This is an optimization exercise on Yosys and OpenROAD, whose aim is small area and a short achievable clock period, not a production implementation.
At most, simulation tests tie the RTL to the original design; equivalence was not proved.
Power and IR drop assume default switching activity.

==> 05-20: inputs <==
Design RvTop, start of the top module:
module RvTop(
  input         clock,
  input         reset,
  output        imem_valid,
  output [31:0] imem_addr,
  input  [31:0] imem_rdata,
  output        dmem_valid,
  output [31:0] dmem_addr,
  output [31:0] dmem_wdata,
  output [3:0]  dmem_wmask,
  output        dmem_we,
  input  [31:0] dmem_rdata,
  output        rvfi_valid,
  output [31:0] rvfi_insn,
  output [31:0] rvfi_pc,
  output [31:0] rvfi_mem_addr,
  output [3:0]  rvfi_mem_wmask,
  output [31:0] rvfi_mem_wdata
);
Settings: LEC_CHECK=0, CAP_MARGIN=20, CORE_MARGIN=2, CORE_UTILIZATION=45, CTS_BUF_LIST=sky130_fd_sc_hd__clkbuf_16, CTS_CLUSTER_DIAMETER=80, CTS_CLUSTER_SIZE=24, PLACE_DENSITY=0.55, SLEW_MARGIN=20, SYNTH_HIERARCHICAL=1, SYNTH_MINIMUM_KEEP_SIZE=0, TNS_END_PERCENT=0; clock period 10.0 ns.
standard.sh (not shown) runs the stock make flow with config.mk's settings and CLKGATE_MAP_FILE= SYNTH_SCRIPT=/design/flow/synth_recipe.tcl, a recipe that flattens the netlist after the stock synthesis.
==> flow/flow/run.sh <==
#!/bin/bash
set -euo pipefail
bash standard.sh SETUP_SLACK_MARGIN=6.5 \
  "BUFFER_PORTS_ARGS=-buffer_cell sky130_fd_sc_hd__buf_2" finish > make_finish.log 2>&1
==> inputs of 01-12, as changes to 05-20 <==
Settings changed: CORE_UTILIZATION 45 to 60, CTS_CLUSTER_SIZE 24 to 20, PLACE_DENSITY 0.55 to 0.7.
==> comparison <==
Against 01-12, the first-iteration DRC count of 05-20 is smaller by 24%. Total power: 05-20 is higher than 01-12 (about 5.6%). In 01-12 the worst hold slack is worse than in 05-20, by 0.0079 ns. Combinational power is about the same in 01-12 and 05-20. In 01-12 the clock-buffer cell count is lower than in 05-20, by 9.


==> trial 30 <==
RvTop, a different RTL version from the one above (not shown whole).
clock: 10.0 ns
lec_check: 0
cap_margin: 20
core_margin: 2
core_utilization: 50
cts_buf_list: sky130_fd_sc_hd__clkbuf_8
place_density: 0.6
slew_margin: 20
synth_hierarchical: 1
synth_minimum_keep_size: 0
Scripts as last shown in full above: flow/flow/run.sh
==> build 47 (differences from trial 30) <==
--- a/flow/design.v
+++ b/flow/design.v
@@ -1,19 +1,40 @@
-module AOI222(input a1, input b1, input a2, input b2, input a3, input b3, output y);
-  assign y = ~((a1 & b1) | (a2 & b2) | (a3 & b3));
-endmodule
-module RdBit(input [31:1] sel, input [31:1] d, output y);
-  wire [10:0] t;
-  genvar g;
-  generate for (g = 0; g < 10; g = g + 1) begin : grp
-    AOI222 u (.a1(sel[3*g+1]), .b1(d[3*g+1]), .a2(sel[3*g+2]), .b2(d[3*g+2]),
-              .a3(sel[3*g+3]), .b3(d[3*g+3]), .y(t[g]));
-  end endgenerate
-  assign t[10] = ~(sel[31] & d[31]);
-  assign y = ~(&t);
+module RegFile(
+  input         clock,
+  input         reset,
+  input  [31:1] wen,
+  input  [31:0] wdata,
+  input  [4:0]  rs1,
+  input  [4:0]  rs2,
+  output reg [31:0] rd1,
+  output reg [31:0] rd2
+);
+  reg [1023:32] r;
+  reg [31:1] vld;
+  wire [31:0] dec1 = 32'b1 << rs1;
+  wire [31:0] dec2 = 32'b1 << rs2;
+  wire [31:1] sel1 = dec1[31:1] & vld;
+  wire [31:1] sel2 = dec2[31:1] & vld;
+  integer k;
+  always @* begin
+    rd1 = 32'h0;
+    rd2 = 32'h0;
+    for (k = 1; k < 32; k = k + 1) begin
+      rd1 = rd1 | ({32{sel1[k]}} & r[k*32 +: 32]);
+      rd2 = rd2 | ({32{sel2[k]}} & r[k*32 +: 32]);
+    end
+  end
+  always @(posedge clock) begin
+    for (k = 1; k < 32; k = k + 1)
+      if (wen[k]) r[k*32 +: 32] <= wdata;
+  end
+  always @(posedge clock) begin
+    if (reset) vld <= 31'h0;
+    else vld <= vld | wen;
+  end
 endmodule
 module RvTop(
   input         clock,
   input         reset,
   output        imem_valid,
   output [31:0] imem_addr,
   input  [31:0] imem_rdata,
@@ -52,36 +73,46 @@
   endfunction
   reg d_jal, d_jalr, d_br, d_ld;
   reg e_br, e_ld, e_st, e_rw, ei_u, ei_s, ei_i;
   reg m_ld, m_st, m_rw;
   reg w_ld, w_rw;
   wire [4:0] m_rd = m_ins[11:7];
   wire [4:0] w_rd = w_ins[11:7];
-  reg        dv, m_acc;
-  reg [3:0]  m_lanes;
-  reg        m_l0_b1, m_l0_b2, m_l1_b0, m_l1_b2, m_l1_b3, m_l2_b0, m_l2_b1,
-             m_l2_b3, m_l3_b0, m_l3_b1;
-  assign dmem_valid = dv;
+  wire       m_acc = m_ld | m_st;
+  assign dmem_valid = m_acc | w_ld;
   assign dmem_addr  = m_acc ? m_alu : w_alu;
   assign dmem_we    = m_st;
   wire [1:0] off_sw = m_acc ? m_alu[1:0] : (w_ld ? w_alu[1:0] : 2'b00);
   wire [2:0] m_f3   = m_ins[14:12];
+  wire [1:0] so     = m_alu[1:0];
   wire [7:0] b0 = m_rd2[7:0], b1 = m_rd2[15:8], b2 = m_rd2[23:16], b3 = m_rd2[31:24];
-  wire l0_b0 = ~m_l0_b1 & ~m_l0_b2;
-  wire l1_b1 = ~m_l1_b0 & ~m_l1_b2 & ~m_l1_b3;
-  wire l2_b2 = ~m_l2_b0 & ~m_l2_b1 & ~m_l2_b3;
-  wire l3_b3 = ~m_l3_b0 & ~m_l3_b1;
-  assign dmem_wdata[7:0]   = ({8{l0_b0}} & b0) | ({8{m_l0_b1}} & b1) | ({8{m_l0_b2}} & b2);
-  assign dmem_wdata[15:8]  = ({8{m_l1_b0}} & b0) | ({8{l1_b1}} & b1) | ({8{m_l1_b2}} & b2) |
-                             ({8{m_l1_b3}} & b3);
-  assign dmem_wdata[23:16] = ({8{m_l2_b0}} & b0) | ({8{m_l2_b1}} & b1) | ({8{l2_b2}} & b2) |
-                             ({8{m_l2_b3}} & b3);
-  assign dmem_wdata[31:24] = ({8{m_l3_b0}} & b0) | ({8{m_l3_b1}} & b1) | ({8{l3_b3}} & b3);
-  assign dmem_wmask = m_lanes;
-  wire [3:0] m_mask = m_st ? m_lanes : 4'h0;
+  reg  [31:0] wdata_sh;
+  reg  [3:0]  lanes;
+  always @* begin
+    if (m_f3 == 3'd0) begin
+      case (so)
+        2'd0: begin wdata_sh = {b3, b2, b1, b0}; lanes = 4'h1; end
+        2'd1: begin wdata_sh = {b3, b2, b0, b1}; lanes = 4'h2; end
+        2'd2: begin wdata_sh = {b3, b0, b2, b1}; lanes = 4'h4; end
+        default: begin wdata_sh = {b0, b3, b2, b1}; lanes = 4'h8; end
+      endcase
+    end else if (m_f3 == 3'd1) begin
+      case (so)
+        2'd0: begin wdata_sh = {b3, b2, b1, b0}; lanes = 4'h3; end
+        2'd1: begin wdata_sh = {b3, b1, b0, b2}; lanes = 4'h6; end
+        default: begin wdata_sh = {b1, b0, b3, b2}; lanes = 4'hc; end
+      endcase
+    end else begin
+      wdata_sh = m_rd2;
+      lanes = 4'hf;
+    end
+  end
+  assign dmem_wdata = wdata_sh;
+  assign dmem_wmask = lanes;
+  wire [3:0] m_mask = m_st ? lanes : 4'h0;
   wire [31:0] rdata = dmem_valid ? dmem_rdata : 32'h0;
   wire [7:0]  lb = ld_off == 2'd0 ? rdata[7:0] : ld_off == 2'd1 ? rdata[15:8] :
                    ld_off == 2'd2 ? rdata[23:16] : rdata[31:24];
   wire [15:0] lh = ld_off == 2'd0 ? rdata[15:0] : ld_off == 2'd1 ? rdata[23:8] :
                    rdata[31:16];
   wire ld_w = ld_f3 == 3'd2;
   wire ld_b = ld_f3 == 3'd0 || ld_f3 == 3'd4;
@@ -93,52 +124,32 @@
   reg        wb2_we;
   reg [4:0]  wb2_rd;
   reg [31:0] wb2_d;
   wire [31:0] wen_dec = 32'b1 << wb2_rd;
   wire [31:1] rf_wen  = wb2_we ? wen_dec[31:1] : 31'h0;
   wire [4:0] d_rs1 = d_ins[19:15];
   wire [4:0] d_rs2 = d_ins[24:20];
-  reg [1023:32] rf;
-  reg [31:1]    rf_vld;
-  wire [31:0] dec1 = 32'b1 << d_rs1;
-  wire [31:0] dec2 = 32'b1 << d_rs2;
-  wire [31:1] sel1 = dec1[31:1] & rf_vld;
-  wire [31:1] sel2 = dec2[31:1] & rf_vld;
   wire [31:0] rfa, rfb;
-  genvar gb, gk;
-  generate for (gb = 0; gb < 32; gb = gb + 1) begin : rdb
-    wire [31:1] col;
-    for (gk = 1; gk < 32; gk = gk + 1) begin : c
-      assign col[gk] = rf[gk*32 + gb];
-    end
-    RdBit p1 (.sel(sel1), .d(col), .y(rfa[gb]));
-    RdBit p2 (.sel(sel2), .d(col), .y(rfb[gb]));
-  end endgenerate
-  integer k;
-  always @(posedge clock) begin
-    for (k = 1; k < 32; k = k + 1)
-      if (rf_wen[k]) rf[k*32 +: 32] <= wb2_d;
-    if (reset) rf_vld <= 31'h0;
-    else rf_vld <= rf_vld | rf_wen;
-  end
+  RegFile regs (
+    .clock(clock), .reset(reset), .wen(rf_wen), .wdata(wb2_d),
+    .rs1(d_rs1), .rs2(d_rs2), .rd1(rfa), .rd2(rfb));
   wire [31:0] rf1 = (wb2_we && wb2_rd == d_rs1) ? wb2_d : rfa;
   wire [31:0] rf2 = (wb2_we && wb2_rd == d_rs2) ? wb2_d : rfb;
   wire hit1 = w_rw & (w_rd == d_rs1);
   wire hit2 = w_rw & (w_rd == d_rs2);
   wire [31:0] bra = (d_rs1 == 5'd3 || d_rs1 == 5'd5) ? wb_data :
                     d_rs1 == 5'd4 ? rd_fmt : rf1;
   wire [31:0] brb = (d_rs2 == 5'd3 || d_rs2 == 5'd5) ? wb_data :
                     d_rs2 == 5'd4 ? rd_fmt : rf2;
   wire [31:0] rd1_n = d_br ? bra : (hit1 ? w_alu : rf1);
   wire [31:0] rd2_n = hit2 ? wb_data : rf2;
   wire [31:0] d_jimm = {{12{d_ins[31]}}, d_ins[19:12], d_ins[20], d_ins[30:21], 1'b0};
   wire [31:0] d_iimm = {{20{d_ins[31]}}, d_ins[31:20]};
   wire stall = d_jal | d_jalr | d_br | d_ld | e_br | e_ld;
-  reg iv;
-  assign imem_valid = iv;
+  assign imem_valid = ~stall;
   assign imem_addr  = {8'h0, pc[25:2]};
   wire [4:0] e_rs1 = e_ins[19:15];
   wire [4:0] e_rs2 = e_ins[24:20];
   wire [2:0] e_f3  = e_ins[14:12];
   wire       e_f7  = e_ins[30];
   reg s1_pc, s1_m, s1_w, s1_r;
   reg s2_imm, s2_m, s2_w, s2_r;
@@ -173,40 +184,21 @@
     if (reset) begin
       {s1_pc, s1_m, s1_w, s1_r} <= 4'b0000;
       {s2_imm, s2_m, s2_w, s2_r} <= 4'b0001;
       {fb_m, fb_w} <= 2'b00;
       {c_sum, c_usub, c_sll, c_srl, c_lt, c_xor, c_or, c_and, c_pass} <= 9'b100000000;
       {ba_m, ba_w, bb_m, bb_w} <= 4'b0000;
       {d_jal, d_jalr, d_br, d_ld} <= 4'b0000;
-      {iv, dv, m_acc, w_nz} <= 4'b1000;
-      m_lanes <= 4'hf;
-      {m_l0_b1, m_l0_b2, m_l1_b0, m_l1_b2, m_l1_b3, m_l2_b0, m_l2_b1, m_l2_b3,
-       m_l3_b0, m_l3_b1} <= 10'h0;
       {e_br, e_ld, e_st, e_rw, ei_u, ei_s, ei_i} <= 7'b0000001;
       {m_ld, m_st, m_rw, w_ld, w_rw} <= 5'b00000;
     end else begin
-      d_jal  <= n_dj;
-      d_jalr <= n_djr;
-      d_br   <= n_db;
-      d_ld   <= n_dl;
-      iv     <= ~n_stall;
-      dv     <= e_ld | e_st | m_ld;
-      m_acc  <= e_ld | e_st;
-      w_nz   <= m_ins != 32'h0;
-      m_lanes <= st_lanes;
-      m_l0_b1 <= st_b & st_off != 2'd0;
-      m_l0_b2 <= st_h & st_off != 2'd0;
-      m_l1_b0 <= (st_b | st_h) & st_off == 2'd1;
-      m_l1_b2 <= st_b & st_off[1];
-      m_l1_b3 <= st_h & st_off[1];
-      m_l2_b0 <= (st_b & st_off == 2'd2) | (st_h & st_off[1]);
-      m_l2_b1 <= st_h & st_off == 2'd1;
-      m_l2_b3 <= st_b & st_off == 2'd3;
-      m_l3_b0 <= st_b & st_off == 2'd3;
-      m_l3_b1 <= st_h & st_off[1];
+      d_jal  <= ~stall & (imem_rdata[6:0] == OP_JAL);
+      d_jalr <= ~stall & (imem_rdata[6:0] == OP_JALR);
+      d_br   <= ~stall & (imem_rdata[6:0] == OP_B);
+      d_ld   <= ~stall & (imem_rdata[6:0] == OP_L);
       e_br <= d_br;
       e_ld <= d_ld;
       e_st <= d_op == OP_S;
       e_rw <= rw_of(d_op);
       ei_u <= d_a0;
       ei_s <= d_op == OP_S;
       ei_i <= ~d_a0 & ~d_br & (d_op != OP_S);
@@ -263,30 +255,14 @@
       ({32{c_sll}} & shr_rev) |
       ({32{c_srl}} & shr) |
       ({32{c_lt}}  & {31'h0, lt}) |
       ({32{c_xor}} & (op1 ^ op2)) |
       ({32{c_or}}  & (op1 | op2)) |
       ({32{c_and}} & (op1 & op2)) |
       ({32{c_pass}} & op1);
-  wire [1:0] st_off = op1[1:0] + e_imm[1:0];
-  wire [2:0] e_f3s  = e_ins[14:12];
-  wire st_b = e_f3s == 3'd0;
-  wire st_h = e_f3s == 3'd1;
-  reg  [3:0] st_lanes;
-  always @* begin
-    if (st_b) st_lanes = 4'b0001 << st_off;
-    else if (st_h) st_lanes = st_off == 2'd0 ? 4'h3 : st_off == 2'd1 ? 4'h6 : 4'hc;
-    else st_lanes = 4'hf;
-  end
-  wire [6:0] if_op = imem_rdata[6:0];
-  wire n_dj   = ~stall & (if_op == OP_JAL);
-  wire n_djr  = ~stall & (if_op == OP_JALR);
-  wire n_db   = ~stall & (if_op == OP_B);
-  wire n_dl   = ~stall & (if_op == OP_L);
-  wire n_stall = n_dj | n_djr | n_db | n_dl | d_br | d_ld;
   wire [31:0] ba = ba_m ? m_alu : ba_w ? w_alu : e_r1;
   wire [31:0] bb = bb_m ? m_alu : bb_w ? w_alu : e_bb;
   wire b_eq  = ba == bb;
   wire [32:0] b_diff = {1'b0, ba} + {1'b0, ~bb} + 33'd1;
   wire b_ltu = ~b_diff[32];
   wire b_lt  = b_ltu ^ ba[31] ^ bb[31];
   reg  b_take;
@@ -302,16 +278,15 @@
     endcase
   end
   wire taken = e_br & b_take;
   wire [31:0] pc_n = taken ? addsub[31:0] :
                      d_jal ? d_pc + d_jimm :
                      d_jalr ? d_iimm :
                      (d_br | d_ld | e_br | e_ld) ? pc : pc + 32'd4;
-  reg w_nz;
-  assign rvfi_valid     = w_nz;
+  assign rvfi_valid     = w_ins != 32'h0;
   assign rvfi_insn      = w_ins;
   assign rvfi_pc        = w_pc;
   assign rvfi_mem_addr  = w_alu;
   assign rvfi_mem_wmask = w_mask;
   assign rvfi_mem_wdata = w_wd;
   always @(posedge clock) begin
     if (reset) begin
==> flow/run.sh (new file) <==
#!/bin/bash
# synth_recipe.tcl (not shown) runs the flow's synth.tcl, then flattens the netlist and writes it again
# the make line also repeats each setting of config.mk as NAME=value (left out here)
make -C /OpenROAD-flow-scripts/flow DESIGN_CONFIG=/design/flow/config.mk WORK_HOME=/design/flow/orfs CLKGATE_MAP_FILE= SYNTH_SCRIPT=/design/flow/synth_recipe.tcl finish
- CORE_UTILIZATION: 50 -> 30
- CTS_BUF_LIST: sky130_fd_sc_hd__clkbuf_8 -> unset
- PLACE_DENSITY: 0.6 -> 0.45
- SETUP_SLACK_MARGIN: unset -> 5
- SYNTH_HIERARCHICAL: 1 -> unset
- SYNTH_MINIMUM_KEEP_SIZE: 0 -> unset
removed: flow/flow/run.sh
removed: flow/standard.sh
==> run summary <==
switching power 3.76 mW; Top reg by flops rf; fraction of area in multi-input gates 0.345; Iteration-0 DRC Markers 12,200; Worst Skew 0.106 ns; Unique masters post-synth 87; CP Data Required Time 10.86 ns; outcome no timing/DRC/antenna violations; grt met1 use 0.524; met3 usage 0.0926; post-synthesis xor/xnor area fraction 0.0186
[end of results for trial 30]
==> run summary <==
grt met1 use 0.401; met3 usage 0.109; post-synthesis xor/xnor area fraction 0.0183; Top reg by flops regs.r; fraction of area in multi-input gates 0.345; Iteration-0 DRC Markers 12,800; Final clock-cell share 0.0716; outcome no timing/DRC/antenna violations
[end of results for build 47]
No run of this note included a check of the RTL's function; only the layout flow was run.

port drivers added, routing unchanged:
How much do the figures lean on ideal ports? The routed layouts below were timed once more, with nothing changed but the port constraints.
Step 1 assumes that a clkbuf_16 drives the clock port and a buf_2 every other input.
Step 2, shift: input delay + t, output delay - t, t = (earliest + latest rising clock arrival at the registers) / 2. This alone moves slack from input paths to output paths.
a / b / c = no drivers / after step 1 / after step 2; a / b = the first two.
| run | t, ns | setup WS [ns] | hold slack, ns | slew at the worst register clock pin (ns) | pins driven straight from the clock port |
|---|---|---|---|---|---|
| 05-20 | 0.859 | 5.670 / 5.670 / 4.892 | 0.327 / 0.327 / 0.327 | 0.11 / 0.11 | 1 |
| 01-12 | 0.839 | 5.593 / 5.593 / 4.927 | 0.319 / 0.319 / 0.319 | 0.10 / 0.10 | 1 |
| trial 30 | 1.052 | 5.830 / 5.792 / 5.524 | 0.324 / 0.324 / 0.324 | 0.08 / 0.08 | 1 |
| build 47 | 0.950 | 5.056 / 4.957 / 4.837 | 0.298 / 0.298 / 0.298 | 0.07 / 0.07 | 1 |
After both steps every run listed still meets setup and hold. The setup slack of 05-20, which loses most, moves by 0.000 ns with the drivers and by -0.778 ns with both steps.
